What follows belongs to an exercise in optimizing a design on an open flow for small area; a production flow would make more cautious choices.
In this exercise RTL edits were held to simulation tests only and were not proved equivalent to the original.
Power is estimated from default activity; no workload was simulated.

$ cat flow/design.v
module UART_RX
#(parameter CLKS_PER_BIT)
(
    input clk,
	input rst_n,
	input rx_uart,
	output [7:0] rx_byte,
	output rx_valid
);
    enum {idle, start_bit, data_bits, stop_bit} curr_state;
    logic rx_bit;
    logic rx_bit_q;
    int clk_counter;
    int bit_index;
    logic [7:0] curr_data;
    logic rx_valid_q;
    assign rx_byte = curr_data;
    assign rx_valid = rx_valid_q;
    always_ff @(posedge clk or negedge rst_n) begin
        if(!rst_n) begin
            rx_bit <= 0;
            rx_bit_q <= 0;
        end else begin
            rx_bit <= rx_uart;
            rx_bit_q <= rx_bit;
        end
    end
    always_ff @(posedge clk or negedge rst_n) begin
        if(!rst_n) begin
            clk_counter <= '0;
            bit_index <= '0;
            curr_data <= '0;
            curr_state <= idle;
            rx_valid_q <= 0;
        end else begin
            clk_counter <= clk_counter;
            bit_index <= bit_index;
            curr_data <= curr_data;
            curr_state <= curr_state;
            rx_valid_q <= rx_valid_q;
            case(curr_state)
                idle: begin
                    rx_valid_q <= 0;
                    clk_counter <= '0;
                    bit_index <= '0;
                    if(rx_bit_q == 0)
                        curr_state <= start_bit;
                    else
                        curr_state <= idle;
                end
                start_bit: begin
                    if(clk_counter == (CLKS_PER_BIT-1)/2) begin
                        if(rx_bit_q == 0) begin
                            clk_counter <= '0;
                            curr_state <= data_bits;
                        end else begin
                            curr_state <= idle;
                        end
                    end else begin
                        clk_counter <= clk_counter + 1;
                        curr_state <= start_bit;
                    end
                end
                data_bits: begin
                    if(clk_counter < CLKS_PER_BIT-1) begin
                        clk_counter <= clk_counter + 1;
                        curr_state <= data_bits;
                    end else begin
                        clk_counter <= '0;
                        curr_data[bit_index] <= rx_bit_q;
                        if(bit_index < 7) begin
                            bit_index <= bit_index + 1;
                            curr_state <= data_bits;
                        end else begin
                            bit_index <= '0;
                            curr_state <= stop_bit;
                        end
                    end
                end
                stop_bit: begin
                    if(clk_counter < CLKS_PER_BIT - 1) begin
                        clk_counter <= clk_counter + 1;
                        curr_state <= stop_bit;
                    end else begin
                        rx_valid_q <= 1;
                        clk_counter <= '0;
                        curr_state <= idle;
                    end
                end
                default: curr_state <= idle;
            endcase
        end
    end
endmodule
module UART_TX
#(parameter CLKS_PER_BIT)
(
	input clk,
	input rst_n,
	input [7:0] tx_byte,
	input tx_valid,
	output tx_ready,
	output tx_uart,
	output tx_done
);
	enum {idle, start_bit, data_bits, stop_bit} curr_state;
	int clk_counter;
	int bit_index;
	logic [7:0] curr_data;
	logic tx_done_q;
	logic tx_ready_q;
	logic tx_uart_q;
	assign tx_ready = tx_ready_q;
	assign tx_done = tx_done_q;
	assign tx_uart = tx_uart_q;
	always_ff @(posedge clk or negedge rst_n) begin
		if(!rst_n) begin
			clk_counter <= '0;
			bit_index <= '0;
			curr_data <= '0;
			tx_done_q <= '0;
			tx_ready_q <= '0;
			tx_uart_q <= 1'b1;
			curr_state <= idle;
		end else begin
		    clk_counter <= clk_counter;
			bit_index <= bit_index;
			curr_data <= curr_data;
			tx_done_q <= tx_done_q;
			tx_ready_q <= tx_ready_q;
			tx_uart_q <= tx_uart_q;
			curr_state <= curr_state;
			case(curr_state)
				idle: begin
					tx_ready_q <= 1;
					tx_uart_q <= 1;
					tx_done_q <= 0;
					clk_counter <= 0;
					bit_index <= 0;
					if(tx_valid) begin
						curr_data <= tx_byte;
						curr_state <= start_bit;
						tx_ready_q <= 0;
					end else begin
						curr_state <= idle;
					end
				end
				start_bit: begin
					tx_ready_q <= 0;
					tx_uart_q <= 0;
					if(clk_counter < CLKS_PER_BIT-1) begin
						clk_counter <= clk_counter + 1;
						curr_state <= start_bit;
					end else begin
						clk_counter <= 0;
						curr_state <= data_bits;
					end
				end
				data_bits: begin
					tx_uart_q <= curr_data[bit_index];
					if(clk_counter < CLKS_PER_BIT-1) begin
						clk_counter <= clk_counter + 1;
						curr_state <= data_bits;
					end else begin
						clk_counter <= 0;
						if(bit_index < 7) begin
							bit_index <= bit_index + 1;
							curr_state <= data_bits;
						end else begin
							bit_index <= '0;
							curr_state <= stop_bit;
						end
					end
				end
				stop_bit: begin
					tx_uart_q <= 1;
					if(clk_counter < CLKS_PER_BIT-1) begin
						clk_counter <= clk_counter + 1;
						curr_state <= stop_bit;
					end else begin
						tx_done_q <= 1;
						clk_counter <= '0;
						curr_state <= idle;
						tx_ready_q <= 1;
					end
				end
				default: begin
					curr_state <= idle;
				end
			endcase
		end
	end
endmodule
module serial_interface(
    input clk,
    input rst_n,
    input rx_uart,
    output [7:0] rx_byte,
    output rx_valid,
    output tx_uart,
    input [7:0] tx_byte,
    input tx_valid,
    output tx_ready
);
    UART_RX #(
        .CLKS_PER_BIT(16)
    ) pkt_rx (
        .clk(clk),
        .rst_n(rst_n),
        .rx_uart(rx_uart),
        .rx_byte(rx_byte),
        .rx_valid(rx_valid)
    );
    UART_TX #(
        .CLKS_PER_BIT(16)
    ) pkt_tx (
        .clk(clk),
        .rst_n(rst_n),
        .tx_byte(tx_byte),
        .tx_valid(tx_valid),
        .tx_uart(tx_uart),
        .tx_ready(tx_ready)
    );
endmodule
module rv_fifo #(
  	parameter DATA_WIDTH = 8,
  	parameter FIFO_DEPTH = 16
) (
  	input clk,
  	input rst_n,
  	input [DATA_WIDTH-1:0] in_data,
  	input in_val,
  	output in_rdy,
  	output [DATA_WIDTH-1:0] out_data,
  	output out_val,
  	input out_rdy,
  	output [$clog2(FIFO_DEPTH):0] data_count,
  	output empty,
  	output full
);
	logic [DATA_WIDTH-1:0] mem [FIFO_DEPTH-1:0];
  	logic [$clog2(FIFO_DEPTH)-1:0] rd_ptr;
  	logic [$clog2(FIFO_DEPTH)-1:0] wr_ptr;
	logic in_xact;
	logic out_xact;
	logic [$clog2(FIFO_DEPTH):0] count_q;
	assign in_xact = in_val & in_rdy;
	assign out_xact = out_val & out_rdy;
  	assign out_data = mem[rd_ptr];
	assign empty = rd_ptr == wr_ptr;
	assign full = wr_ptr == rd_ptr - 1;
	assign out_val = !empty;
	assign in_rdy = !full;
	assign data_count = count_q;
  	always_ff @(posedge clk or negedge rst_n) begin
  	  	if(!rst_n) begin
  	  	  	rd_ptr <= '0;
  	  	  	wr_ptr <= '0;
			count_q <= '0;
	    end else begin
	        mem[wr_ptr] = in_data;
            if(in_xact && out_xact) begin
                rd_ptr <= rd_ptr + 1;
                wr_ptr <= wr_ptr + 1;
                count_q <= count_q;
            end else if(in_xact) begin
                rd_ptr <= rd_ptr;
                wr_ptr <= wr_ptr + 1;
                count_q <= count_q + 1;
            end else if(out_xact) begin
                rd_ptr <= rd_ptr + 1;
                wr_ptr <= wr_ptr;
                count_q <= count_q - 1;
            end else begin
                rd_ptr <= rd_ptr;
                wr_ptr <= wr_ptr;
                count_q <= count_q;
            end
        end
  	end
endmodule
module ctrl_logic #(
parameter DATA_WIDTH = 128
)(
    input clk,
    input rst_n,
    input [7:0] rx_data,
    input rx_valid,
    output logic rx_ready,
    output logic [7:0] tx_data,
    output logic tx_valid,
    input tx_ready,
    output logic [0:0] we,
    output logic [11:0] addr,
    output logic [511:0] dout,
    input [511:0] din
);
    enum {init, valid_pw, bad_pw, idle, get_data, set_data, tx_mem_data, output_done, wait_for_address, load_data, set_count, get_count} next_state, curr_state;
    logic [5:0] byte_counter;
    logic [5:0] byte_counter_d;
    logic [511:0] write_reg;
    logic [1:0] data_type;
    always_ff @(posedge clk or negedge rst_n) begin
        if(!rst_n) begin
            curr_state <= idle;
            byte_counter <= '0;
            write_reg <= 0;
            data_type <= 0;
            we <= 0;
            tx_valid <= 0;
            addr <= 0;
        end else begin
            curr_state <= curr_state;
            byte_counter <= byte_counter;
            tx_data <= '0;
            tx_valid <= 0;
            rx_ready <= 1;
            write_reg <= write_reg;
            data_type <= data_type;
            case (curr_state)
                idle: begin  
                    tx_valid <= 0;
                    we <= 0;
                    if(rx_valid == 1)
                        data_type <= rx_data[1:0];
                        if(rx_data[7] && rx_valid)  
                            if(rx_data[6:0] == 7'h7F)  
                                curr_state <= get_count;
                            else
                                curr_state <= get_data;  
                        else if(!rx_data[7] && rx_valid)  
                            if(rx_data[6:0] == 7'h7F)  
                                curr_state <= set_count;
                            else
                                curr_state <= set_data;  
                    else
                        curr_state <= idle;
                    byte_counter <= 0;
                end
                get_count: begin
                    tx_valid <= 0;
                    byte_counter <= 6'h00;
                    if(rx_valid) begin
                        addr <= 12'h000;  
                        curr_state <= wait_for_address;  
                    end
                end
                get_data: begin
                    tx_valid <= 0;
                    byte_counter <= 6'h00;
                    if(rx_valid) begin
                        addr <= {2'b00, rx_data+1, data_type};  
                        curr_state <= wait_for_address;  
                    end
                end
                wait_for_address: begin
                    byte_counter <= byte_counter + 1;
                    if(byte_counter == 6'h01) begin 
                        curr_state <= tx_mem_data;
                        byte_counter <= 6'h00;
                    end
                end
                tx_mem_data: begin
                    byte_counter <= byte_counter + 1;
                    tx_data <= din[byte_counter*8 +: 8];
                    tx_valid <= 1;
                    if(byte_counter == 6'h3F)  
                        curr_state <= idle;
                    else
                        curr_state <= tx_mem_data;
                end
                set_count: begin
                    tx_valid <= 0;
                    byte_counter <= 6'h3F;
                    if(rx_valid) begin
                        addr <= 12'h000;
                        curr_state <= load_data;
                        write_reg <= 0;
                    end
                end
                set_data: begin
                    tx_valid <= 0;
                    byte_counter <= 6'h3F;
                    if(rx_valid) begin
                        addr <= {2'b00, rx_data+1, data_type};  
                        curr_state <= load_data;
                        write_reg <= 0;
                    end
                end
                load_data: begin
                    if(rx_valid) begin
                        write_reg[byte_counter*8 +: 8] <= rx_data;
                        byte_counter <= byte_counter - 1; 
                        if(byte_counter == 6'h00) begin  
                            we <= 1;
                            dout[511:8] <= write_reg[511:8];
                            dout[7:0] <= rx_data;  
                            curr_state <= output_done;
                        end else begin
                            we <= 0;
                            curr_state <= load_data;
                        end
                    end
                end
                output_done: begin
                    byte_counter <= byte_counter + 1;
                    we <= 0;
                    if(byte_counter == 6'b000000) begin
                        addr <= 0;
                        tx_data <= 8'h65;  
                        tx_valid <= 1;
                        curr_state <= output_done;
                    end else if(byte_counter == 6'b000001) begin
                        we <= 0;
                        tx_data <= 8'h6e;  
                        tx_valid <= 1;
                        curr_state <= output_done;
                    end else if(byte_counter == 6'b000010) begin
                        tx_data <= 8'h6f;  
                        tx_valid <= 1;
                        curr_state <= output_done;
                    end else if(byte_counter == 6'b000011) begin
                        tx_data <= 8'h44;  
                        tx_valid <= 1;
                        curr_state <= idle;
                    end
                end
                default: curr_state <= idle;
            endcase
        end
    end
endmodule
module keylimepi_fpga_top (
    input clk,
    input rst,
    input uart_rx,
    output uart_tx,
    output pw_we,
    output [11:0] pw_addr,
    output [511:0] pw_wdata,
    input [511:0] pw_rdata
);
    logic [7:0] rx_byte;
    logic rx_valid;
    logic [7:0] tx_byte;
    logic tx_valid;
    logic tx_ready;
    logic [7:0] rx_fifo_out;
    logic rx_fifo_val;
    logic rx_fifo_rdy;
    logic [7:0] tx_fifo_in;
    logic tx_fifo_val;
    logic tx_fifo_rdy;
    logic [0:0] wea;
    logic [11:0] addra;
    logic [511:0] dina;
    logic [511:0] douta;
    assign pw_we = wea;
    assign pw_addr = addra;
    assign pw_wdata = douta;  
    assign dina = pw_rdata;
    ctrl_logic #(
  	    .DATA_WIDTH(8)
    ) u_ctrl_logic (
        .clk(clk),
        .rst_n(~rst),
        .rx_data(rx_fifo_out),
        .rx_valid(rx_fifo_val),
        .rx_ready(rx_fifo_rdy),
        .tx_data(tx_fifo_in),
        .tx_valid(tx_fifo_val),
        .tx_ready(tx_fifo_rdy),
        .we(wea),
        .addr(addra),
        .din(dina),
        .dout(douta)
    );
    rv_fifo #(
  	    .DATA_WIDTH(8),
  	    .FIFO_DEPTH(16)
    ) rx_fifo (
        .clk(clk),
        .rst_n(~rst),
        .in_data(rx_byte),
        .in_val(rx_valid),
        .in_rdy(),
        .out_data(rx_fifo_out),
        .out_val(rx_fifo_val),
        .out_rdy(rx_fifo_rdy),
        .data_count(),
        .empty(),
        .full()
    );
    rv_fifo #(
  	    .DATA_WIDTH(8),
  	    .FIFO_DEPTH(128)
    ) tx_fifo (
        .clk(clk),
        .rst_n(~rst),
        .in_data(tx_fifo_in),
        .in_val(tx_fifo_val),
        .in_rdy(tx_fifo_rdy),
        .out_data(tx_byte),
        .out_val(tx_valid),
        .out_rdy(tx_ready),
        .data_count(),
        .empty(),
        .full()
    );
    serial_interface u_serial_if (
        .clk(clk),
        .rst_n(~rst),
        .rx_uart(uart_rx),
        .rx_byte(rx_byte),
        .rx_valid(rx_valid),
        .tx_uart(uart_tx),
        .tx_byte(tx_byte),
        .tx_valid(tx_valid),
        .tx_ready(tx_ready)
    );
endmodule
$ cat flow/run.sh
#!/bin/bash
# synth_recipe.tcl (not shown) runs the flow's synth.tcl, then flattens the netlist and writes it again
# the make line also repeats each setting of config.mk as NAME=value (left out here)
make -C /OpenROAD-flow-scripts/flow DESIGN_CONFIG=/design/flow/config.mk WORK_HOME=/design/flow/orfs CLKGATE_MAP_FILE= SYNTH_SCRIPT=/design/flow/synth_recipe.tcl finish
$ cat flow/config.mk
export PLATFORM = sky130hd
export DESIGN_NAME = keylimepi_fpga_top
export DESIGN_NICKNAME = keylimepi_fpga_top
export VERILOG_FILES = /design/flow/design.v
export SDC_FILE = /design/flow/constraint.sdc
export NUM_CORES = 4
export LEC_CHECK = 0
export CAP_MARGIN = 20
export CORE_MARGIN = 2
export CORE_UTILIZATION = 40
export SLEW_MARGIN = 20
$ cat flow/constraint.sdc
create_clock -name core_clock -period 10.0 [get_ports {clk}]
set_input_delay 2.0000 -clock core_clock [delete_from_list [all_inputs] [get_ports {clk}]]
set_output_delay 2.0000 -clock core_clock [all_outputs]
set_load 0.01 [all_outputs]
==> reports/results.tsv, run 1 <==
metric	value	unit
status	finished clean	
postSynthAreaPerCell	14.8	um^2
remaining_drc_errors	0	
start_util	40.2	%
grt_max_degree	169	
critical_path_arrival	6.55	ns
area_growth_syn_to_layout	26.5	%
vdd.ir_drop.worst	0.000274	V
grt_pass1_vias	66800	
crit_path_max_incr_delay	1.20	ns
intPower	21700	uW
fin_nets	8295	
endpoint_kind	flop	
p_comb_share	30.7	%
leakage	0.0444	uW
rows	179	
hp-class	reg2reg	
setup_viol	0	
cts_buffers	278	
tightestPinTransition	1.33	ns
clockBufferDepth	4	
dp_hpwl	358000	um
critPathSlowestCell	a21oi_1	
drive_gt1_share	14.5	%
ys.warnings.count	7	
final.setup_skew	0.105	ns
dieArea	243000	um^2
path_max_fanout	29	
cp.required	10.52	ns
r2r_slack	3.97	ns
start_kind	flop	
antenna_found_initial	65	
max_freq	166	MHz
netlist_instances	6462	
whs	0.364	ns
rsz0062_at_grt	no	
rr_endpoint	tx_fifo.mem[102][0]	
seq_power_share	40.2	%
gp_congestion	1.05	
wirelength	490000	um
ys_types	104	
drtAntennaViolNets	0	
hold_viol	0	
cts_tree	done	
layoutNonFillerInstCount	11100	
drt-wirelength-per-cell	44.0	um
r2r-start	tx_fifo.wr_ptr[0]	
r2r_cells	10	
path_class	reg2reg	
power_density	289	nW/um^2
cts.sinks	2376	
slew_headroom	11.2	%
setup_slack	3.97	ns
switching_share	38.2	%
design.core.area	238000	um^2
dieHeight	493	um
yosys_most_used_dff	edfxtp_1	
place_ws	3.68	ns
die_x	493	um
htree_num_levels	5	
whs_path_depth	0	
min_from	u_serial_if.pkt_rx.rx_bit	
drt-initial-drc-count	12100	
period_needed	6.03	ns
hold_end	u_serial_if.pkt_rx.rx_bit_q	
cts-root-buf	clkbuf_16	
vias	72500	
overflow	0	
synth-seq-area-share	70.8	%
cts.clk_slew.worst_paths	0.06	ns
synthArstFlopShare	29.6	%
tns	0	ns
cap_violations	0	
grt_pass1_wl	640000	um
clk_latency	0.99	ns
placedCellCount	10600	
firstDrtPassIters	7	
largest_register_ffs	1024	
portBuffers	1039	
ys_ff_latch	2376	
period_share	60.3	%
cts_setup_buffers	0	
syn_area	95800	um^2
via_per_inst	6.51	
synth_nets	7012	
synth_edf_count	1672	
grt_usage	39.4	%
power_switching	13400	uW
clock_power_share	29.0	%
hold_buffers	0	
cts_resized	0	
crit_chain	inv_1 > ha_1 > buf_4 > nor2_2 > o32a_1 > o211ai_1 > or4b_1 > nor4_2 > nand2_1 > a21oi_1	
slew_viol_final	0	
num_io_pins	1041	
worst max path at each step:
stage	startpoint	to	slack (ns)	cells after the start
CTS	tx_fifo.wr_ptr[0]	tx_fifo.mem[102][5]	4.35	10
detailed placement	rst	tx_fifo.mem[102][7]	3.68	6
floorplan	rst	tx_fifo.mem[51][0]	-5.02	8
finish	tx_fifo.wr_ptr[0]	tx_fifo.mem[102][0]	3.97	10
global placement	rst	tx_fifo.mem[102][1]	3.79	6
global route	tx_fifo.wr_ptr[0]	tx_fifo.mem[102][5]	4.00	10
critical path: cells and delay by family, from the launching register on:
kind,cells,cell delay [ns]
buf+inv,2,0.39
fa+ha+maj,1,0.21
simple gates,4,2.81
compound gates,3,1.75
flops,1,0.47
area by class of cell:
cell class              count  area [um^2]
repair buffers           1355        12900
flip-flops and latches   2376        67800
well taps                3167         3960
clock buffers             357         7540
clock inverters           126         1420
fillers                 19800       117000
inverters                  54          206
diodes                     23         57.6
multi-input cells        3680        27200
placed cells by master (no fill, tap or decap), types with 60 or more instances in the layout:
cell and n:
nand2_1 400, a22oi_1 456, nand4_1 95, a21oi_1 146
mux4_2 173, o21ai_1 78, nand3_1 136, a22o_1 526
nor2_1 321, clkbuf_16 282, nor3_1 146, xnor2_1 60
nor4_1 78, clkdlybuf4s50_1 1039, buf_4 300, edfxtp_1 1672
dfrtp_1 695, o21ai_0 227
per-layer routing:
metal / vias up / part of all wire, % / GRT usage, % / wire length [um]
li1: 28400 / - / - / -
met1: 38000 / 40 / 55.0 / 197000
met2: 5231 / 42 / 55.6 / 205000
met3: 888 / 12 / 12.1 / 58600
met4: 28 / 5.9 / 19.8 / 28900
met5: - / 0.037 / 0 / 180
logic make-up (layout without fill, tap and decap cells):
| kind of cell | count (synthesis) | after routing | share of synthesized area [%] |
|---|---|---|---|
| multiplexers | 208 | 208 | 4.46 |
| buffers and inverters | 406 | 1892 | 1.73 |
| AO/OA/AOI/OAI | 1735 | 1735 | 13.3 |
| flip-flops | 2376 | 2376 | 70.8 |
| XOR/XNOR | 112 | 112 | 1.02 |
| other | 1 | 24 | 0.00391 |
| adder cells (fa/ha/maj) | 35 | 35 | 0.457 |
| AND/OR/NAND/NOR | 1589 | 1589 | 8.23 |
synthesized netlist by cell type (52+ instances only):
cell type,number,area [um^2]
o21ai_0,234,1170
nor3_1,201,1010
a22o_1,526,4610
nand3_1,137,686
buf_2,79,395
and3_1,57,357
dfrtp_1,701,17500
xor2_1,52,455
o21ai_1,74,370
a21oi_1,172,861
nand4_1,95,594
nand2_1,402,1510
nor2_1,375,1410
xnor2_1,60,526
clkbuf_1,220,826
edfxtp_1,1672,50200
a22oi_1,456,3420
nor4_1,85,532
mux4_2,173,3900
stage by stage:
stage          area, um^2  power (uW)  util [%]
2_1_floorplan       95800       18500         -
3_3_place_gp       112000       24600      47.1
3_5_place_dp       112000       24700      47.1
4_1_cts            121000       34800      50.9
5_1_grt            121000       35700      50.9
6_report           121000       35100      50.9
power groups by stage:
stage	logic, uW	registers, uW	clock network, uW
floorplan	4760	13700	0
global placement	10400	14200	0
detailed placement	10400	14200	0
CTS	10500	14100	10200
global route	10900	14200	10600
finish	10800	14100	10200
==> run 2, diff against run 1 <==
==> flow/design.v (replaced) <==
module keylimepi_fpga_top (
    input clk,
    input rst,
    input uart_rx,
    output uart_tx,
    output pw_we,
    output [11:0] pw_addr,
    output [511:0] pw_wdata,
    input [511:0] pw_rdata
);
    localparam [2:0] S_RXI = 3'd0,   
                     S_RXS = 3'd1,   
                     S_RXD = 3'd2,   
                     S_RXP = 3'd3,   
                     S_WW  = 3'd4,   
                     S_TXS = 3'd5,   
                     S_TXD = 3'd6,   
                     S_TXP = 3'd7;   
    localparam [31:0] DONE_MSG = 32'h446f6e65;
    logic [2:0] st;
    logic [3:0] cnt;        
    logic [9:0] n;          
    logic [8:0] q;          
    logic rx_s1, rx_s2;     
    logic pend, pv;         
    logic rd;               
    logic cf;               
    logic cy;               
    logic [10:0] addr;
    logic we_q;
    logic tx_q;
    logic [511:0] ring;
    wire tick   = &cnt;
    wire sample = tick && st == S_RXD;
    wire txbit  = tick && st == S_TXD;
    wire ins    = pv && &q[3:0];
    wire cy_in  = (n[3:0] == 4'd8) ? 1'b1 : cy;
    logic [511:0] rdata_rot;
    logic [31:0] msg_rot;
    always_comb begin
        for (int k = 0; k < 512; k++) rdata_rot[k] = pw_rdata[(k - 16) & 511];
        for (int k = 0; k < 32; k++) msg_rot[k] = DONE_MSG[(k - 16) & 31];
    end
    wire tx_data_bit = rd ? rdata_rot[n[8:0]] : msg_rot[n[4:0]];
    wire tx_last = rd ? (n == 10'd527) : (n == 10'd559);
    always_ff @(posedge clk or posedge rst) begin
        if (rst) begin
            st <= S_RXI;
            cnt <= 4'd8;
            n <= '0;
            q <= '0;
            rx_s1 <= 1'b1;
            rx_s2 <= 1'b1;
            pv <= 1'b0;
            we_q <= 1'b0;
            tx_q <= 1'b1;
        end else begin
            rx_s1 <= uart_rx;
            rx_s2 <= rx_s1;
            we_q <= 1'b0;
            case (st)
                S_RXI: cnt <= 4'd8;
                S_WW:  cnt <= 4'd0;
                default: cnt <= cnt + 4'd1;
            endcase
            if (!(sample || txbit)) q <= q + 9'd1;
            if (sample || txbit) n <= n + 10'd1;
            if (sample) pv <= 1'b1;
            else if (ins) pv <= 1'b0;
            case (st)
                S_RXI: if (!rx_s2) st <= S_RXS;
                S_RXS: if (tick) st <= rx_s2 ? S_RXI : S_RXD;
                S_RXD: if (tick && n[2:0] == 3'd7) st <= S_RXP;
                S_RXP: if (tick) begin
                    if (n == 10'd16) st <= rd ? S_TXS : S_RXI;
                    else if (n == 10'd528) st <= S_WW;
                    else st <= S_RXI;
                end
                S_WW: if (q == 9'd496) begin
                    we_q <= 1'b1;
                    st <= S_TXS;
                end
                S_TXS: if (tick) st <= S_TXD;
                S_TXD: if (tick) begin
                    if (tx_last) begin
                        st <= S_RXI;
                        n <= '0;
                    end else if (n[2:0] == 3'd7) st <= S_TXP;
                end
                S_TXP: if (tick) st <= S_TXS;
            endcase
            tx_q <= (st == S_TXS) ? 1'b0 : (st == S_TXD) ? tx_data_bit : 1'b1;
        end
    end
    always_ff @(posedge clk) begin
        pend <= sample ? rx_s2 : pend;
        if (sample && n[9:4] == 6'd0) begin
            case (n[3:0])
                4'd0: begin addr[0] <= rx_s2; cf <= rx_s2; end
                4'd1: begin addr[1] <= rx_s2; cf <= cf & rx_s2; end
                4'd2, 4'd3, 4'd4, 4'd5, 4'd6: cf <= cf & rx_s2;
                4'd7: begin
                    rd <= rx_s2;
                    if (cf) addr[1:0] <= 2'b00;
                end
                default: begin
                    addr[9:2] <= {(rx_s2 ^ cy_in) & ~cf, addr[9:3]};
                    cy <= rx_s2 & cy_in;
                    if (n[3:0] == 4'd15) addr[10] <= rx_s2 & cy_in & ~cf;
                end
            endcase
        end
    end
    genvar gp;
    generate
        for (gp = 0; gp < 512; gp++) begin : g_ring
            if (gp % 16 == 0) begin : g_ins
                wire here = ins && q[8:4] == 5'((gp / 16 + 31) % 32);
                always_ff @(posedge clk) ring[gp] <= here ? pend : ring[(gp + 511) % 512];
            end else begin : g_shift
                always_ff @(posedge clk) ring[gp] <= ring[gp - 1];
            end
        end
    endgenerate
    genvar gi, gb;
    generate
        for (gi = 0; gi < 64; gi++) begin : g_byte
            for (gb = 0; gb < 8; gb++) begin : g_bit
                assign pw_wdata[504 - 8*gi + gb] = ring[(1024 - (16 + 8*gi + gb)) % 512];
            end
        end
    endgenerate
    assign pw_we = we_q;
    assign pw_addr = {1'b0, addr};
    assign uart_tx = tx_q;
endmodule
==> reports/results.tsv, run 2 <==
metric	value	unit	change
status	did not finish		was finished clean
lastStage	3_2_place_iop		
error	[ERROR PPL-0024] Number of IO pins (1041) exceeds maximum number of available positions (760). Increase the die perimeter from 846.66um to 1415.76um.		
ys.warnings.count	1		was 7
postSynthAreaPerCell	14.9	um^2	was 14.8 um^2
ys_top_cells_by_count	512 x dfxtp_1, 117 x mux4_2, 55 x nand2_1, 47 x nor2_1, 35 x clkbuf_1		was 1672 x edfxtp_1, 701 x dfrtp_1, 526 x a22o_1, 456 x a22oi_1, 402 x nand2_1
synth_edf_count	15		was 1672
ys_ff_latch	558		was 2376
synth.area.top_cells	dfxtp_1 59%, mux4_2 15%, dfrtp_1 3.9%, edfxtp_1 2.6%, mux2_2 2.2%		was edfxtp_1 52%, dfrtp_1 18%, a22o_1 4.8%, mux4_2 4.1%, a22oi_1 3.6%
synth_top_area_share	59.4	%	was 52.4%
start_util	40.3	%	was 40.2%
synth-seq-area-share	66.6	%	was 70.8%
synthArstFlopShare	5.56	%	was 29.6%
synth_nets	1681		was 7012
netlist_instances	1156		was 6462
dieHeight	212	um	was 493 um
rows	76		was 179
synth_top_cell_by_area	dfxtp_1		was edfxtp_1
die_x	212	um	was 493 um
yosys_most_used_dff	dfxtp_1		was edfxtp_1
yosysMostFrequentCell	dfxtp_1		was edfxtp_1
ys_types	60		was 104
syn_area	17300	um^2	was 95800 um^2
run 2: cell families after synthesis:
logic type | count (synthesis) | synth area share (%)
compound gates | 121 | 4.95
xor+xnor | 14 | 0.711
fa+ha+maj | 10 | 0.725
buf+inv | 74 | 2.10
flops | 558 | 66.6
mux | 177 | 19.3
other cells | 1 | 0.0217
simple gates | 201 | 5.66
==> run 3, diff against run 2 <==
--- a/flow/design.v
+++ b/flow/design.v
@@ -43,3 +43,18 @@
     end
-    wire tx_data_bit = rd ? rdata_rot[n[8:0]] : msg_rot[n[4:0]];
+    wire [7:0] sel0 = 8'b1 << n[2:0];
+    wire [7:0] sel1 = 8'b1 << n[5:3];
+    wire [7:0] sel2 = 8'b1 << n[8:6];
+    wire [63:0] rmux1;
+    wire [7:0] rmux2;
+    genvar gm;
+    generate
+        for (gm = 0; gm < 64; gm++) begin : g_rmux1
+            assign rmux1[gm] = |(rdata_rot[8*gm +: 8] & sel0);
+        end
+        for (gm = 0; gm < 8; gm++) begin : g_rmux2
+            assign rmux2[gm] = |(rmux1[8*gm +: 8] & sel1);
+        end
+    endgenerate
+    wire rd_bit = |(rmux2 & sel2);
+    wire tx_data_bit = rd ? rd_bit : msg_rot[n[4:0]];
     wire tx_last = rd ? (n == 10'd527) : (n == 10'd559);
--- a/flow/config.mk
+++ b/flow/config.mk
@@ -8,4 +8,4 @@
 export CAP_MARGIN = 20
-export CORE_MARGIN = 2
-export CORE_UTILIZATION = 40
+export CORE_AREA = 2.5 2.5 367.5 367.5
+export DIE_AREA = 0 0 370 370
 export SLEW_MARGIN = 20
==> reports/results.tsv, run 3 <==
metric	value	unit	change
num_io_pins	1041		
cap_violations	0		
dieHeight	370	um	was 212 um
tns	0	ns	
synthMuxAreaShare	3.40	%	was 19.3%
synth_edf_count	15		unchanged
start_kind	flop		
r2r-start	n[2]		
htree_num_levels	2		
ys_ff_latch	558		unchanged
remaining_drc_errors	0		
start_util	12.3	%	was 40.3%
power_switching	1560	uW	
antenna_found_initial	23		
max_freq	229	MHz	
drt-initial-drc-count	1634		
switching_share	27.9	%	
path_max_fanout	52		
final_util	23.3	%	
netlist_instances	1261		was 1156
synthSimpleGateAreaFrac	6.00	%	was 5.66%
ys.warnings.count	1		unchanged
hp-class	reg2reg		
final_cell_mix	1039 x clkdlybuf4s50_1, 512 x dfxtp_1, 132 x a222oi_1		
synth.area.top_cells	dfxtp_1 63%, a222oi_1 8.1%, dfrtp_1 4.1%, mux2_2 3.1%, edfxtp_1 2.8%		was dfxtp_1 59%, mux4_2 15%, dfrtp_1 3.9%, edfxtp_1 2.6%, mux2_2 2.2%
endpoint_kind	flop		
ys_top_cells_by_count	512 x dfxtp_1, 132 x a222oi_1, 70 x clkbuf_1, 59 x nor2_1, 58 x nand2_1		was 512 x dfxtp_1, 117 x mux4_2, 55 x nand2_1, 47 x nor2_1, 35 x clkbuf_1
syn_area	16400	um^2	was 17300 um^2
period_share	43.7	%	
cts_resized	0		
synth_top_cell_by_area	dfxtp_1		unchanged
clock_power_share	40.9	%	
synth-seq-area-share	70.2	%	was 66.6%
hold_buffers	0		
synth_top_area_share	62.7	%	was 59.4%
via_per_inst	3.80		
placedCellCount	3997		
intPower	4030	uW	
yosysMostFrequentCell	dfxtp_1		unchanged
hold_viol	0		
path_class	reg2reg		
rsz0062_at_grt	no		
synth_xor_area_share	0.910	%	was 0.711%
firstDrtPassIters	10		
grt_max_degree	64		
synthArstFlopShare	5.56	%	unchanged
grt_usage	14.4	%	
portBuffers	1039		
design.core.area	133000	um^2	
drt-wirelength-per-cell	25.7	um	
largest_register_ffs	512		
critPathLaunch	n[2]		
vias	15600		
grt_pass1_wl	137000	um	
power_density	181	nW/um^2	
yosys_most_used_dff	dfxtp_1		unchanged
synth_fa_ha_area_share	0.765	%	was 0.725%
fin_nets	2816		
vdd.ir_drop.worst	0.000190	V	
cts_tree	done		
slew_viol_final	0		
cts.sinks	558		
whs	0.336	ns	
setup_viol	0		
leakage	0.0110	uW	
cts.clk_slew.worst_paths	0.06	ns	
critical_path_arrival	4.93	ns	
min_from	ring[450]		
period_needed	4.37	ns	
ys_types	61		was 60
die_x	370	um	was 212 um
overflow	0		
cts_setup_buffers	0		
cts_buffers	59		
drive_gt1_share	8.17	%	
final.setup_skew	0.0302	ns	
postSynthAreaPerCell	13.0	um^2	was 14.9 um^2
synth-compound-area-share	16.2	%	was 4.95%
slew_headroom	18.4	%	
status	finished clean		was did not finish
final_common_cell	clkdlybuf4s50_1		
tightestPinTransition	1.22	ns	
gp_congestion	0.896		
area_growth_syn_to_layout	89.2	%	
synth_top_family_by_area	compound AO/OA/AOI/OAI gates		was multiplexers
layoutNonFillerInstCount	4117		
grt_pass1_vias	16000		
synth_nets	1786		was 1681
wirelength	106000	um	
dp_hpwl	85300	um	
seq_power_share	41.5	%	
cts-root-buf	clkbuf_16		
clk_latency	0.66	ns	
dieArea	137000	um^2	
p_comb_share	17.6	%	
clockBufferDepth	3		
rows	134		was 76
drtAntennaViolNets	0		
cp.required	10.56	ns	
==> run 3: through the flow <==
| step | total power [uW] | instance area [um^2] | setup slack [ns] |
|---|---|---|---|
| after global routing | 5810 | 30900 | 5.58 |
| final | 5590 | 30900 | 5.63 |
| after global placement | 3350 | 28800 | 4.69 |
| after detailed placement | 3360 | 28800 | 4.92 |
| after CTS | 5680 | 30900 | 5.56 |
| after floorplan | 2840 | 16400 | 6.42 |
==> run 3: layout make-up <==
cell class / instances / area [um^2]
antenna: 12 / 30.0
fill: 14200 / 102000
clock inverter: 21 / 284
clock buffer: 86 / 1780
timing repair buffer: 1064 / 10600
tap: 1768 / 2210
sequential: 558 / 11500
inverter: 10 / 37.5
multi-input combinational: 598 / 4530
==> run 3: logic make-up (layout without fill, tap and decap cells) <==
logic type / Yosys count / after routing
AND/OR/NAND/NOR: 206 / 206
adder cells (fa/ha/maj): 10 / 10
flip-flops: 558 / 558
other: 1 / 13
XOR/XNOR: 17 / 17
AO/OA/AOI/OAI: 314 / 314
multiplexers: 50 / 50
buffers and inverters: 105 / 1181
==> run 3: layer usage <==
metal  GRT usage, %  up-vias  share of wire (%)
li1               -     6869                  -
met1           16.7     7781                 39
met2           25.8      861                 51
met3           3.68      136                7.5
met4           4.64        0                3.1
met5              0        -                  0
==> run 3: power by group through the flow <==
stage	clock (uW)	sequential (uW)	combinational (uW)
finish	2290	2320	983
global route	2430	2330	1050
CTS	2360	2320	998
detailed placement	0	2370	992
global placement	0	2360	986
floorplan	0	2340	497
==> run 3: worst max-delay path: stages (launching register included) <==
cell	delay, ns
dfrtp_4	0.65
buf_4	0.63
and2_2	0.48
buf_4	0.51
a22oi_1	0.21
a41o_1	0.31
a31oi_1	0.62
nor4_1	0.16
o221a_2	0.31
a41oi_1	0.20
==> run 3: final timing paths <==
| kind | endpoint | slack [ns] | cells after the start |
|---|---|---|---|
| worst max register to register | tx_q | 5.63 | 9 |
| worst min register to register | ring[451] | 0.34 | 0 |
| worst max-delay path | tx_q | 5.63 | 9 |
| max in group asynchronous | n[2] | 7.78 | 3 |
| min in group asynchronous | q[1] | 1.80 | 3 |
| worst min-delay path | ring[451] | 0.34 | 0 |
==> run 4, diff against run 3 <==
==> flow/flow/run.sh (new file) <==
#!/bin/bash
# The standard layout (the standard.sh, unchanged synthesis), except that the
# port buffers are the smallest buffer, sky130_fd_sc_hd__buf_1, instead of the
# weakest-drive buffer buffer_ports picks by default (a 10 um2 delay buffer).
# Every tool's output goes to the ORFS logs under orfs/logs; make's own output
# goes to standard.log here.
set -euo pipefail
bash standard.sh "BUFFER_PORTS_ARGS=-buffer_cell sky130_fd_sc_hd__buf_1" finish > standard.log 2>&1
==> flow/standard.sh (new file) <==
#!/bin/bash
# synth_recipe.tcl (not shown) runs the flow's synth.tcl, then flattens the netlist and writes it again
# the make line also repeats each setting of config.mk as NAME=value (left out here)
make -C /OpenROAD-flow-scripts/flow DESIGN_CONFIG=/design/flow/config.mk WORK_HOME=/design/flow/orfs CLKGATE_MAP_FILE= SYNTH_SCRIPT=/design/flow/synth_recipe.tcl "${@:-finish}"
removed: flow/run.sh
==> reports/results.tsv, run 4 <==
metric	value	unit	change
fin_area	24300	um^2	was 30900 um^2
use_met3	3.23	%	was 3.68%
syn_area	16400	um^2	unchanged
synth.area.top_cells	dfxtp_1 63%, a222oi_1 8.1%, dfrtp_1 4.1%, mux2_2 3.1%, edfxtp_1 2.8%		unchanged
postSynthAreaPerCell	13.0	um^2	unchanged
cts.clk_slew.worst_paths	0.08	ns	was 0.06 ns
tns	0	ns	unchanged
cp.required	10.60	ns	was 10.56 ns
dieArea	137000	um^2	unchanged
die_x	370	um	unchanged
setup_slack	5.78	ns	was 5.63 ns
hp-class	reg2reg		unchanged
cts.sinks	558		unchanged
ys_types	61		unchanged
synth_nets	1786		unchanged
grt_usage	13.5	%	was 14.4%
slew_viol_final	0		unchanged
drt-wirelength-per-cell	24.2	um	was 25.7 um
dieHeight	370	um	unchanged
grt_pass1_vias	15300		was 16000
path_class	reg2reg		unchanged
vias	16000		was 15600
wirelength	99500	um	was 106000 um
synth_top_area_share	62.7	%	unchanged
endpoint_kind	flop		unchanged
start_kind	flop		unchanged
dp_hpwl	81200	um	was 85300 um
start_util	12.3	%	unchanged
htree_num_levels	2		unchanged
grtUsageMet1	15.6	%	was 16.7%
slew_headroom	15.0	%	was 18.4%
ys.warnings.count	1		unchanged
period_needed	4.22	ns	was 4.37 ns
synthSimpleGateAreaFrac	6.00	%	unchanged
synth_xor_area_share	0.910	%	unchanged
firstDrtPassIters	12		was 10
final_util	18.3	%	was 23.3%
period_share	42.2	%	was 43.7%
area_growth_syn_to_layout	48.8	%	was 89.2%
fin_nets	2812		was 2816
synth-compound-area-share	16.2	%	unchanged
num_io_pins	1041		unchanged
path_max_fanout	65		was 52
netlist_instances	1261		unchanged
final.setup_skew	0.0675	ns	was 0.0302 ns
hold_viol	0		unchanged
grt_busiest_layer	met2		unchanged
whs	0.327	ns	was 0.336 ns
tightestPinTransition	1.28	ns	was 1.22 ns
grt_pass1_wl	127000	um	was 137000 um
max_freq	237	MHz	was 229 MHz
synth_top_family_by_area	compound AO/OA/AOI/OAI gates		unchanged
overflow	0		unchanged
r2r_slack	5.78	ns	was 5.63 ns
cts_setup_buffers	0		unchanged
synth-seq-area-share	70.2	%	unchanged
rsz0062_at_grt	no		unchanged
final_common_cell	buf_1		was clkdlybuf4s50_1
antenna_found_initial	32		was 23
gp_congestion	0.924		was 0.896
cts_buffers	55		was 59
place_ws	5.18	ns	was 4.92 ns
leakage	0.00837	uW	was 0.0110 uW
cts-root-buf	clkbuf_16		unchanged
cts_resized	0		unchanged
cap_violations	0		unchanged
hold_buffers	0		unchanged
remaining_drc_errors	0		unchanged
portBuffers	1039		unchanged
final_cell_mix	1039 x buf_1, 512 x dfxtp_1, 132 x a222oi_1		was 1039 x clkdlybuf4s50_1, 512 x dfxtp_1, 132 x a222oi_1
setup_viol	0		unchanged
grtUsageMet2	23.2	%	was 25.8%
clk_latency	0.67	ns	was 0.66 ns
synth_edf_count	15		unchanged
cts_tree	done		unchanged
ys_ff_latch	558		unchanged
synth_fa_ha_area_share	0.765	%	unchanged
design.core.area	133000	um^2	unchanged
synthArstFlopShare	5.56	%	unchanged
drtAntennaViolNets	0		unchanged
status	finished clean		unchanged
yosys_most_used_dff	dfxtp_1		unchanged
vdd.ir_drop.worst	0.000160	V	was 0.000190 V
synth_top_cell_by_area	dfxtp_1		unchanged
critical_path_arrival	4.82	ns	was 4.93 ns
ys_top_cells_by_count	512 x dfxtp_1, 132 x a222oi_1, 70 x clkbuf_1, 59 x nor2_1, 58 x nand2_1		unchanged
power_density	221	nW/um^2	was 181 nW/um^2
largest_register_ffs	512		unchanged
grt_max_degree	66		was 64
clockBufferDepth	3		unchanged
rows	134		unchanged
postPlaceCellArea	22400	um^2	was 28800 um^2
drt-initial-drc-count	1776		was 1634
yosysMostFrequentCell	dfxtp_1		unchanged
via_per_inst	3.88		was 3.80
synthMuxAreaShare	3.40	%	unchanged
drive_gt1_share	8.18	%	was 8.17%
==> run 4: cell families after synthesis <==
kind of cell / after synthesis
buf+inv: 105
xor+xnor: 17
compound gates: 314
flops: 558
simple gates: 206
fa+ha+maj: 10
mux: 50
other cells: 1
==> run 4: metrics by stage <==
| stage | power [uW] | cells |
|---|---|---|
| 4_1_cts | 5460 | 4102 |
| 3_3_place_gp | 3210 | 3998 |
| 3_5_place_dp | 3220 | 3998 |
| 6_report | 5380 | 4110 |
| 2_1_floorplan | 2840 | 1261 |
| 5_1_grt | 5600 | 4106 |
==> run 4: area by class of cell <==
type	count	area, um^2
antenna	8	20.0
timing repair buffer	1064	4090
clock buffer	72	1560
multi-input combinational	598	4530
fill	14800	108000
clock inverter	32	403
tap	1768	2210
sequential	558	11500
inverter	10	37.5
==> run 4: worst max-delay path, stage by stage (launching register included) <==
cell and delay [ns]:
dfrtp_1 0.45, inv_1 0.21, ha_4 0.39, buf_4 0.45, buf_4 0.66, nor2b_1 0.83
a222oi_1 0.15, a21oi_1 0.19, nor2_1 0.08, a41oi_1 0.27, o21ai_0 0.22, a41oi_1 0.22
==> run 4: metal layers <==
metal,vias up,wire [um]
met2,1046,48300
met1,7875,37900
met4,4,5260
met5,-,21
met3,178,8050
li1,6849,-
==> run 4: path summary, 6_finish.rpt <==
path / startpoint / end / depth (start not counted)
min reg2reg: ring[387] / ring[388] / 0
max in group asynchronous: rst / n[2] / 3
min in group asynchronous: rst / we_q / 3
max: n[0] / tx_q / 11
min: ring[387] / ring[388] / 0
max reg2reg: n[0] / tx_q / 11
==> run 4: where the power goes <==
| part | switching (uW) | leakage, uW | internal, uW |
|---|---|---|---|
| logic | 525 | 0.00276 | 328 |
| registers | 50.3 | 0.00465 | 2270 |
| clock network | 978 | 0.000961 | 1230 |
| total | 1550 | 0.00837 | 3830 |
==> run 5, diff against run 4 <==
--- a/flow/design.v
+++ b/flow/design.v
@@ -24,3 +24,4 @@
     logic rx_s1, rx_s2;     
-    logic pend, pv;         
+    logic pend_a, pend_b;   
+    logic pv_a, pv_b;       
     logic rd;               
@@ -35,3 +36,6 @@
     wire txbit  = tick && st == S_TXD;
-    wire ins    = pv && &q[3:0];
+    wire ins_a  = pv_a && q[4:0] == 5'd31;
+    wire ins_b  = pv_b && q[4:0] == 5'd30;
+    wire ins    = ins_a || ins_b;
+    wire pend   = q[0] ? pend_a : pend_b;
     wire cy_in  = (n[3:0] == 4'd8) ? 1'b1 : cy;
@@ -63,8 +67,7 @@
             st <= S_RXI;
-            cnt <= 4'd8;
+            cnt <= 4'd0;
             n <= '0;
             q <= '0;
-            rx_s1 <= 1'b1;
-            rx_s2 <= 1'b1;
-            pv <= 1'b0;
+            pv_a <= 1'b0;
+            pv_b <= 1'b0;
             we_q <= 1'b0;
@@ -72,4 +75,2 @@
         end else begin
-            rx_s1 <= uart_rx;
-            rx_s2 <= rx_s1;
             we_q <= 1'b0;
@@ -82,4 +83,9 @@
             if (sample || txbit) n <= n + 10'd1;
-            if (sample) pv <= 1'b1;
-            else if (ins) pv <= 1'b0;
+            if (sample) begin
+                pv_a <= 1'b1;
+                pv_b <= pv_a && !ins_a;
+            end else begin
+                if (ins_a) pv_a <= 1'b0;
+                if (ins_b) pv_b <= 1'b0;
+            end
             case (st)
@@ -93,3 +99,3 @@
                 end
-                S_WW: if (q == 9'd496) begin
+                S_WW: if (q == 9'd496 && !pv_a && !pv_b) begin
                     we_q <= 1'b1;
@@ -110,3 +116,8 @@
     always_ff @(posedge clk) begin
-        pend <= sample ? rx_s2 : pend;
+        rx_s1 <= uart_rx;
+        rx_s2 <= rx_s1;
+        if (sample) begin
+            pend_a <= rx_s2;
+            pend_b <= pend_a;
+        end
         if (sample && n[9:4] == 6'd0) begin
@@ -131,4 +142,4 @@
         for (gp = 0; gp < 512; gp++) begin : g_ring
-            if (gp % 16 == 0) begin : g_ins
-                wire here = ins && q[8:4] == 5'((gp / 16 + 31) % 32);
+            if (gp % 32 == 0) begin : g_ins
+                wire here = ins && q[8:5] == 4'((gp / 32 + 15) % 16);
                 always_ff @(posedge clk) ring[gp] <= here ? pend : ring[(gp + 511) % 512];
==> flow/flow/run.sh (replaced) <==
#!/bin/bash
# The standard layout (the standard.sh, unchanged synthesis), with:
# - port buffers of the smallest buffer, sky130_fd_sc_hd__buf_1, instead of the
#   weakest-drive buffer buffer_ports picks by default (a 10 um2 delay buffer);
# - a clock tree of clkbuf_4 cells over clusters of at most 10 flip-flops, and
#   no dummy loads (CTS otherwise adds clkbuf_16 cells and dummy inverters);
# - power recovery after global routing, which downsizes gates off the
#   critical path.
# Every tool's output goes to the ORFS logs under orfs/logs; make's own output
# goes to standard.log here.
set -euo pipefail
bash standard.sh \
  "BUFFER_PORTS_ARGS=-buffer_cell sky130_fd_sc_hd__buf_1" \
  "CTS_ARGS=-sink_clustering_enable -repair_clock_nets -dont_use_dummy_load -buf_list sky130_fd_sc_hd__clkbuf_4 -sink_clustering_size 10 -sink_clustering_max_diameter 40" \
  "RECOVER_POWER=100" \
  finish > standard.log 2>&1
==> reports/results.tsv, run 5 <==
metric	value	unit	change
place_ws	5.65	ns	was 5.18 ns
cts_setup_buffers	0		unchanged
portBuffers	1039		unchanged
gp_congestion	0.974		was 0.924
status	finished with violations		was finished clean
dieHeight	370	um	unchanged
cts_buffers	77		was 55
seq_area	11500	um^2	about the same
grt_pass1_wl	118000	um	was 127000 um
rows	134		unchanged
vias	15800		was 16000
grt_usage	12.3	%	was 13.5%
grt_max_degree	53		was 66
clockBufferDepth	3		unchanged
intPower	2860	uW	was 3830 uW
vdd.ir_drop.worst	0.000115	V	was 0.000160 V
ys.warnings.count	1		unchanged
dp_hpwl	73300	um	was 81200 um
largest_register_ffs	512		unchanged
hold_buffers	0		unchanged
synth.area.top_cells	dfxtp_1 62%, dfrtp_1 4.4%, a222oi_1 3.2%, edfxtp_1 2.9%, mux2i_1 2.5%		was dfxtp_1 63%, a222oi_1 8.1%, dfrtp_1 4.1%, mux2_2 3.1%, edfxtp_1 2.8%
hold_viol	0		unchanged
synth_top_area_share	62.3	%	was 62.7%
ys_top_cells_by_count	514 x dfxtp_1, 55 x nand2_1, 53 x a222oi_1, 49 x a22oi_1, 44 x o21ai_0		was 512 x dfxtp_1, 132 x a222oi_1, 70 x clkbuf_1, 59 x nor2_1, 58 x nand2_1
leakage	0.00765	uW	was 0.00837 uW
drive_gt1_share	5.90	%	was 8.18%
tns	0	ns	unchanged
placedCellCount	4015		was 3998
yosys_most_used_dff	dfxtp_1		unchanged
die_x	370	um	unchanged
hp-class	reg2reg		unchanged
p_comb_share	15.0	%	was 15.9%
multi_input_area	4560	um^2	was 4530 um^2
overflow	0		unchanged
final_common_cell	buf_1		unchanged
critical_path_arrival	6.25	ns	was 4.82 ns
area_growth_syn_to_layout	39.2	%	was 48.8%
final_cell_mix	1035 x buf_1, 514 x dfxtp_1, 77 x clkbuf_4		was 1039 x buf_1, 512 x dfxtp_1, 132 x a222oi_1
max_freq	182	MHz	was 237 MHz
period_share	55.0	%	was 42.2%
endpoint_kind	flop		unchanged
setup_slack	4.50	ns	was 5.78 ns
antenna_found_initial	28		was 32
period_needed	5.50	ns	was 4.22 ns
synth-seq-area-share	69.7	%	was 70.2%
drt-wirelength-per-cell	21.9	um	was 24.2 um
start_kind	flop		unchanged
ys_types	67		was 61
seq_power_share	58.3	%	was 43.1%
syn_area	16500	um^2	was 16400 um^2
path_max_fanout	52		was 65
synth_edf_count	16		was 15
final_util	17.3	%	was 18.3%
drt-initial-drc-count	1539		was 1776
path_class	reg2reg		unchanged
clk_latency	0.92	ns	was 0.67 ns
cts_resized	0		unchanged
layoutNonFillerInstCount	4106		was 4110
synth_nets	1799		was 1786
ys_ff_latch	560		was 558
synth_top_cell_by_area	dfxtp_1		unchanged
start_util	12.4	%	was 12.3%
tightestPinTransition	2.40	ns	was 1.28 ns
htree_num_levels	3		was 2
netlist_instances	1272		was 1261
dieArea	137000	um^2	unchanged
rsz0062_at_grt	no		unchanged
yosysMostFrequentCell	dfxtp_1		unchanged
setup_viol	0		unchanged
drtAntennaViolNets	0		unchanged
via_per_inst	3.84		was 3.88
remaining_drc_errors	0		unchanged
cap_violations	3		was 0
design.core.area	133000	um^2	unchanged
cp.required	10.75	ns	was 10.60 ns
violations	capacitance limit, slew limit		
slew_headroom	-59.8	%	was 15.0%
cts.sinks	560		was 558
num_io_pins	1041		unchanged
clock_power_share	26.7	%	was 41.1%
cts.clk_slew.worst_paths	0.10	ns	was 0.08 ns
power_switching	1110	uW	was 1550 uW
synthArstFlopShare	5.36	%	was 5.56%
postSynthAreaPerCell	13.0	um^2	about the same
switching_share	28.0	%	was 28.9%
firstDrtPassIters	9		was 12
wirelength	89900	um	was 99500 um
grt_pass1_vias	15600		was 15300
num-fill-cells	15000		was 14800
slew_viol_final	119		was 0
cts_tree	done		unchanged
fin_nets	2853		was 2812
cts-root-buf	clkbuf_4		was clkbuf_16
power_density	173	nW/um^2	was 221 nW/um^2
final.setup_skew	0.146	ns	was 0.0675 ns
==> run 5: changes by cell type in the layout (fill, tap and decap cells not counted), sizes merged, moves of 11 or more <==
| cell | before | now |
|---|---|---|
| o21ai | 7 | 45 |
| buf | 1064 | 1053 |
| a222oi | 132 | 53 |
| o22a | 1 | 18 |
| clkinv | 15 | 1 |
| nor2 | 59 | 41 |
| mux2i | 5 | 41 |
| a221oi | 9 | 43 |
| clkbuf | 72 | 84 |
==> run 5: path summary, 6_finish.rpt <==
check / end / cells past startpoint / slack, ns / startpoint
max in group asynchronous: n[7] / 3 / 6.99 / rst
max reg2reg: tx_q / 8 / 4.50 / n[2]
min: ring[317] / 0 / 0.20 / ring[316]
min in group asynchronous: q[3] / 3 / 1.79 / rst
max: tx_q / 8 / 4.50 / n[2]
min reg2reg: ring[317] / 0 / 0.20 / ring[316]
==> run 5: per-layer routing <==
layer / wire [um] / global-route usage, % / vias to the layer above
li1: - / - / 6855
met1: 36400 / 15.1 / 7743
met2: 42100 / 20.2 / 1015
met3: 8950 / 3.90 / 139
met4: 2500 / 3.94 / 0
met5: 0 / 0 / -
==> run 5: worst max-delay path, stage by stage (launching register included) <==
cell and delay [ns]:
dfrtp_1 1.77, inv_1 0.23, clkbuf_1 0.95, a221oi_1 0.67
o21ai_0 0.20, a2111oi_0 0.96, a311oi_1 0.23, nor2_1 0.16
a41oi_1 0.12
==> run 5: power by group through the flow <==
stage               sequential [uW]  clock [uW]  combinational (uW)
global placement               2360           0                 587
finish                         2310        1060                 597
global route                   2320        1190                 642
CTS                            2310        1110                 592
floorplan                      2350           0                 337
detailed placement             2360           0                 589
==> run 5: per-stage QoR <==
step | hold slack [ns] | instance area (um^2) | total power [uW]
6_report | 0.203 | 23000 | 3970
5_1_grt | 0.173 | 23000 | 4150
4_1_cts | 0.187 | 23000 | 4010
3_5_place_dp | 0.318 | 22400 | 2950
3_3_place_gp | 0.317 | 22400 | 2950
2_1_floorplan | 0.310 | 16500 | 2690
==> run 5: cell type report <==
cell class,count,area share (%)
Antenna cell,14,0.152
Clock buffer,77,2.51
Inverter,14,0.228
Multi-Input combinational cell,613,19.8
Sequential cell,560,50.1
Tap cell,1768,9.62
Timing Repair Buffer,1060,17.6
==> run 5: cells by family (layout without fill, tap and decap cells) <==
kind of cell               after synthesis  after routing  share of synthesized area (%)
muxes                                   77             77                           5.01
adders and majority gates               12             12                          0.909
xor gates and xnor gates                16             16                          0.848
AOI/OAI and AO/OA                      333            333                           15.5
DFF                                    560            560                           69.7
and+or+nand+nor                        174            174                           5.10
buffers and inverters                   99           1151                           2.89
other                                    1             15                         0.0227
==> run 6, diff against run 5 <==
--- a/flow/flow/run.sh
+++ b/flow/flow/run.sh
@@ -5,5 +5,3 @@
 # - a clock tree of clkbuf_4 cells over clusters of at most 10 flip-flops, and
-#   no dummy loads (CTS otherwise adds clkbuf_16 cells and dummy inverters);
-# - power recovery after global routing, which downsizes gates off the
-#   critical path.
+#   no dummy loads (CTS otherwise adds clkbuf_16 cells and dummy inverters).
 # Every tool's output goes to the ORFS logs under orfs/logs; make's own output
@@ -14,3 +12,2 @@
   "CTS_ARGS=-sink_clustering_enable -repair_clock_nets -dont_use_dummy_load -buf_list sky130_fd_sc_hd__clkbuf_4 -sink_clustering_size 10 -sink_clustering_max_diameter 40" \
-  "RECOVER_POWER=100" \
   finish > standard.log 2>&1
==> reports/results.tsv, run 6 <==
metric	value	unit	change
dieHeight	370	um	unchanged
drtAntennaViolNets	0		unchanged
gp_congestion	0.974		unchanged
period_share	40.8	%	was 55.0%
synth_edf_count	16		unchanged
drive_gt1_share	6.45	%	was 5.90%
rows	134		unchanged
clk_latency	0.92	ns	about the same
ys.warnings.count	1		unchanged
overflow	0		unchanged
num_io_pins	1041		unchanged
start_util	12.4	%	unchanged
largest_register_ffs	512		unchanged
postSynthAreaPerCell	13.0	um^2	unchanged
status	finished clean		was finished with violations
vdd.ir_drop.worst	0.000115	V	about the same
num-fill-cells	15000		about the same
cts.clk_slew.worst_paths	0.10	ns	about the same
yosys_most_used_dff	dfxtp_1		unchanged
ys_ff_latch	560		unchanged
final.setup_skew	0.145	ns	was 0.146 ns
layoutNonFillerInstCount	4107		was 4106
final_cell_mix	1039 x buf_1, 514 x dfxtp_1, 77 x clkbuf_4		was 1035 x buf_1, 514 x dfxtp_1, 77 x clkbuf_4
synth_top_area_share	62.3	%	unchanged
final_common_cell	buf_1		unchanged
firstDrtPassIters	7		was 9
tightestPinTransition	1.11	ns	was 2.40 ns
hold_buffers	0		unchanged
cap_violations	0		was 3
dieArea	137000	um^2	unchanged
synth_top_cell_by_area	dfxtp_1		unchanged
cts_tree	done		unchanged
cp.required	10.76	ns	was 10.75 ns
wirelength	89900	um	about the same
yosysMostFrequentCell	dfxtp_1		unchanged
grt_pass1_wl	118000	um	unchanged
htree_num_levels	3		unchanged
hp-class	reg2reg		unchanged
path_class	reg2reg		unchanged
power_density	172	nW/um^2	was 173 nW/um^2
grt_pass1_vias	15600		unchanged
slew_viol_final	0		was 119
grt_usage	12.3	%	unchanged
die_x	370	um	unchanged
final_util	17.3	%	about the same
synthArstFlopShare	5.36	%	unchanged
tns	0	ns	unchanged
drt-initial-drc-count	1561		was 1539
syn_area	16500	um^2	unchanged
period_needed	4.08	ns	was 5.50 ns
setup_slack	5.92	ns	was 4.50 ns
place_ws	5.65	ns	unchanged
ys_types	67		unchanged
remaining_drc_errors	0		unchanged
path_max_fanout	52		unchanged
start_kind	flop		unchanged
fin_nets	2853		unchanged
netlist_instances	1272		unchanged
rsz0062_at_grt	no		unchanged
cts_setup_buffers	0		unchanged
cts-root-buf	clkbuf_4		unchanged
dp_hpwl	73300	um	unchanged
design.core.area	133000	um^2	unchanged
placedCellCount	4015		unchanged
vias	15800		about the same
cts.sinks	560		unchanged
synth.area.top_cells	dfxtp_1 62%, dfrtp_1 4.4%, a222oi_1 3.2%, edfxtp_1 2.9%, mux2i_1 2.5%		unchanged
slew_headroom	25.5	%	was -59.8%
leakage	0.00766	uW	was 0.00765 uW
area_growth_syn_to_layout	39.3	%	was 39.2%
drt-wirelength-per-cell	21.9	um	about the same
portBuffers	1039		unchanged
synth-seq-area-share	69.7	%	unchanged
setup_viol	0		unchanged
critical_path_arrival	4.84	ns	was 6.25 ns
clockBufferDepth	3		unchanged
synth_nets	1799		unchanged
grt_max_degree	53		unchanged
hold_viol	0		unchanged
antenna_found_initial	28		unchanged
cts_buffers	77		unchanged
cts_resized	0		unchanged
max_freq	245	MHz	was 182 MHz
ys_top_cells_by_count	514 x dfxtp_1, 55 x nand2_1, 53 x a222oi_1, 49 x a22oi_1, 44 x o21ai_0		unchanged
via_per_inst	3.85		was 3.84
endpoint_kind	flop		unchanged
## run 6: cell counts after synthesis
Identical to the previous run, type by type.
## run 6: kinds of logic (layout without fill, tap and decap cells)
| group | after synthesis | after routing | synth area share, % |
|---|---|---|---|
| buf+inv | 99 | 1151 | 2.89 |
| xor+xnor | 16 | 16 | 0.848 |
| flops | 560 | 560 | 69.7 |
| compound gates | 333 | 333 | 15.5 |
| fa+ha+maj | 12 | 12 | 0.909 |
| simple gates | 174 | 174 | 5.10 |
| mux | 77 | 77 | 5.01 |
| other cells | 1 | 16 | 0.0227 |
## run 6: where the power goes
part,switching (uW),internal (uW)
sequential,41.8,2270
clock,705,353
combinational,364,234
## run 6: worst paths after layout
kind / from / endpoint / slack (ns) / depth (start not counted)
max: n[2] / tx_q / 5.92 / 9
min: ring[316] / ring[317] / 0.20 / 0
max reg2reg: n[2] / tx_q / 5.92 / 9
min reg2reg: ring[316] / ring[317] / 0.20 / 0
max in group asynchronous: rst / tx_q / 8.38 / 3
min in group asynchronous: rst / q[3] / 1.17 / 3
## run 6: layout make-up
type	instances	area [um^2]	area share (%)
diodes	15	37.5	0.163
flip-flops and latches	560	11500	50.1
repair buffers	1060	4060	17.6
well taps	1768	2210	9.61
clock buffers	77	578	2.51
multi-input cells	613	4560	19.8
inverters	14	52.6	0.228
## run 6: layer usage
layer | part of all wire (%) | global-route usage (%) | up-vias
li1 | - | - | 6855
met1 | 40 | 15.1 | 7753
met2 | 47 | 20.2 | 1045
met3 | 10 | 3.90 | 146
met4 | 2.8 | 3.94 | 0
met5 | 0 | 0 | -
## run 6: worst max-delay path: stages (launching register included)
cell	delay, ns
dfrtp_4	0.88
buf_4	0.67
buf_4	0.56
mux2i_1	0.15
o22ai_1	0.64
nand3b_1	0.20
a32oi_1	0.09
o211ai_1	0.31
nand4_1	0.14
a41oi_1	0.23
## run 6: stage by stage
stage	area, um^2	power [uW]	hold slack [ns]
after floorplan	16500	2690	0.310
after global placement	22400	2950	0.317
after detailed placement	22400	2950	0.318
after CTS	23000	4010	0.187
after global routing	23000	4150	0.173
final	23000	3970	0.205
==> run 7, diff against run 6 <==
--- a/flow/design.v
+++ b/flow/design.v
@@ -47,17 +47,9 @@
     end
-    wire [7:0] sel0 = 8'b1 << n[2:0];
-    wire [7:0] sel1 = 8'b1 << n[5:3];
-    wire [7:0] sel2 = 8'b1 << n[8:6];
-    wire [63:0] rmux1;
-    wire [7:0] rmux2;
+    wire [3:0] sel0 = 4'b1 << n[1:0];
+    wire [127:0] rmux1;
     genvar gm;
-    generate
-        for (gm = 0; gm < 64; gm++) begin : g_rmux1
-            assign rmux1[gm] = |(rdata_rot[8*gm +: 8] & sel0);
-        end
-        for (gm = 0; gm < 8; gm++) begin : g_rmux2
-            assign rmux2[gm] = |(rmux1[8*gm +: 8] & sel1);
-        end
-    endgenerate
-    wire rd_bit = |(rmux2 & sel2);
+    generate for (gm = 0; gm < 128; gm++) begin : g_rmux1
+        assign rmux1[gm] = |(rdata_rot[4*gm +: 4] & sel0);
+    end endgenerate
+    wire rd_bit = rmux1[n[8:2]];
     wire tx_data_bit = rd ? rd_bit : msg_rot[n[4:0]];
@@ -67,3 +59,2 @@
             st <= S_RXI;
-            cnt <= 4'd0;
             n <= '0;
@@ -76,7 +67,2 @@
             we_q <= 1'b0;
-            case (st)
-                S_RXI: cnt <= 4'd8;
-                S_WW:  cnt <= 4'd0;
-                default: cnt <= cnt + 4'd1;
-            endcase
             if (!(sample || txbit)) q <= q + 9'd1;
@@ -116,2 +102,7 @@
     always_ff @(posedge clk) begin
+        case (st)
+            S_RXI: cnt <= 4'd8;
+            S_WW:  cnt <= 4'd0;
+            default: cnt <= cnt + 4'd1;
+        endcase
         rx_s1 <= uart_rx;
==> reports/results.tsv, run 7 <==
metric	value	unit	change
num-fill-cells	14900		was 15000
min_from	ring[97]		was ring[316]
postPlaceCellArea	22200	um^2	was 22400 um^2
grt_usage	11.6	%	was 12.3%
cp.required	10.73	ns	was 10.76 ns
slew_headroom	33.1	%	was 25.5%
final.setup_skew	0.103	ns	was 0.145 ns
num_io_pins	1041		unchanged
rows	134		unchanged
cts.clk_slew.worst_paths	0.10	ns	about the same
path_class	reg2reg		unchanged
rsz0062_at_grt	no		unchanged
vias	15400		was 15800
synth_top_cell_by_area	dfxtp_1		unchanged
ys_top_cells_by_count	518 x dfxtp_1, 161 x a22oi_1, 93 x a21oi_1, 47 x buf_2, 46 x a22o_1		was 514 x dfxtp_1, 55 x nand2_1, 53 x a222oi_1, 49 x a22oi_1, 44 x o21ai_0
ys_ff_latch	560		unchanged
period_share	47.2	%	was 40.8%
wirelength	84900	um	was 89900 um
synth_top_area_share	63.3	%	was 62.3%
antenna_found_initial	16		was 28
tightestPinTransition	0.994	ns	was 1.11 ns
portBuffers	1039		unchanged
period_needed	4.72	ns	was 4.08 ns
ys_types	56		was 67
leakage	0.00777	uW	was 0.00766 uW
drt-initial-drc-count	961		was 1561
dp_hpwl	68800	um	was 73300 um
grt_max_degree	67		was 53
critPathSlowestCell	a21oi_1		was dfrtp_4
postSynthAreaPerCell	12.7	um^2	was 13.0 um^2
fin_area	22800	um^2	was 23000 um^2
tns	0	ns	unchanged
via_per_inst	3.76		was 3.85
hp-class	reg2reg		unchanged
drt-wirelength-per-cell	20.7	um	was 21.9 um
overflow	0		unchanged
cap_violations	0		unchanged
ys.warnings.count	1		unchanged
setup_viol	0		unchanged
clockBufferDepth	3		unchanged
remaining_drc_errors	0		unchanged
hold_viol	0		unchanged
yosys_most_used_dff	dfxtp_1		unchanged
start_kind	flop		unchanged
setup_slack	5.28	ns	was 5.92 ns
critPathMostFrequentCell	buf_4		unchanged
synthArstFlopShare	4.64	%	was 5.36%
cp.buffers_inverters	3		was 2
htree_num_levels	3		unchanged
endpoint_kind	flop		unchanged
final_cell_mix	1039 x buf_1, 518 x dfxtp_1, 161 x a22oi_1		was 1039 x buf_1, 514 x dfxtp_1, 77 x clkbuf_4
crit_family	compound AO/OA/AOI/OAI gates		unchanged
clk_latency	0.87	ns	was 0.92 ns
critical_path_arrival	5.45	ns	was 4.84 ns
place_ws	4.90	ns	was 5.65 ns
hold_buffers	0		unchanged
start_util	12.3	%	was 12.4%
status	finished clean		unchanged
r2r-start	n[0]		was n[2]
max_freq	212	MHz	was 245 MHz
synth.area.top_cells	dfxtp_1 63%, a22oi_1 7.4%, dfrtp_1 3.8%, edfxtp_1 2.9%, a21oi_1 2.8%		was dfxtp_1 62%, dfrtp_1 4.4%, a222oi_1 3.2%, edfxtp_1 2.9%, mux2i_1 2.5%
syn_area	16400	um^2	was 16500 um^2
synth_nets	1814		was 1799
cts_buffers	78		was 77
dieHeight	370	um	unchanged
power_density	198	nW/um^2	was 172 nW/um^2
design.core.area	133000	um^2	unchanged
drtAntennaViolNets	0		unchanged
cts_setup_buffers	0		unchanged
run 7: cell types whose count changed in the layout (fill, tap and decap cells not counted), moves of 12 or more:
cell	delta
a21oi_1	+64
a221o_1	-12
a222oi_1	-53
a22o_1	+32
a22oi_1	+112
a31oi_1	-16
mux2_2	-18
mux2i_1	-39
nand2_1	-31
nor4_1	+23
o21ai_0	-29
o22a_1	-18
run 7: per-layer routing:
metal  up-vias  global-route usage, %  wire, um
li1       6869                      -         -
met1      7536                   14.5     35500
met2       888                   18.9     39400
met3       132                   3.76      7370
met4        14                   4.15      2540
met5         -                      0        91
run 7: per-stage QoR:
stage	cells	utilization, %	power, uW
after floorplan	1288	-	3070
after global placement	4023	16.7	3490
after detailed placement	4023	16.7	3490
after CTS	4101	17.2	4570
after global routing	4107	17.2	4750
final	4111	17.2	4510
run 7: worst paths after layout:
kind,cells after the start,slack [ns],endpoint
max,11,5.28,tx_q
min,0,0.27,ring[98]
max reg2reg,11,5.28,tx_q
min reg2reg,0,0.27,ring[98]
max in group asynchronous,3,8.38,tx_q
min in group asynchronous,3,1.18,q[6]
run 7: cell families after synthesis:
group           count (synthesis)  synth area share, %
other cells                     1               0.0229
fa+ha+maj                      11                0.840
buf+inv                       106                 3.36
simple gates                  159                 4.89
flops                         560                 70.2
xor+xnor                       14                0.748
compound gates                416                 18.4
mux                            21                 1.57
run 7: worst register-to-register path, cell delays in order (launching register included):
cell and delay [ns]:
dfrtp_1 0.48, inv_1 0.25, ha_4 0.43, buf_4 0.43, buf_4 0.72, a22oi_1 0.26, a21oi_1 0.70, nor4_1 0.33
a211oi_1 0.42, o211a_1 0.23, a2111oi_2 0.06, o31ai_1 0.28
run 7: cell type report:
| class | instances | area (um^2) | area share (%) |
|---|---|---|---|
| multi-input cells | 622 | 4400 | 19.3 |
| well taps | 1768 | 2210 | 9.69 |
| diodes | 9 | 22.5 | 0.0986 |
| inverters | 14 | 52.6 | 0.230 |
| repair buffers | 1060 | 4060 | 17.8 |
| clock buffers | 78 | 586 | 2.56 |
| flip-flops and latches | 560 | 11500 | 50.4 |
run 7: power by group:
part           leakage, uW  switching (uW)  internal [uW]  total [uW]
registers          0.00465            52.6           2280        2330
clock network     0.000359             716            357        1070
logic              0.00275             708            403        1110
total              0.00777            1480           3040        4510

## static timing again, ports no longer ideal
Ports are ideal in the flow. The routed layouts listed here were re-timed in OpenROAD. Step 1: set_driving_cell puts a clkbuf_16 on clk and a buf_2 on each other input, an assumption about the parent block. Step 2 also shifts input and output timing later by t, the mid clock arrival at the registers, as if the neighbouring blocks saw the same clock. a / b / c = no drivers / after step 1 / after step 2; a / b = the first two.
run	t, ns	slack for setup (ns)
run 1	1.037	3.974 / 3.974 / 3.305
run 3	0.725	5.630 / 5.630 / 5.066
run 4	0.717	5.780 / 5.780 / 5.379
run 5	0.923	4.503 / 4.503 / 4.503
run 6	0.924	5.918 / 5.918 / 5.621
run 7	0.903	5.280 / 5.280 / 5.062
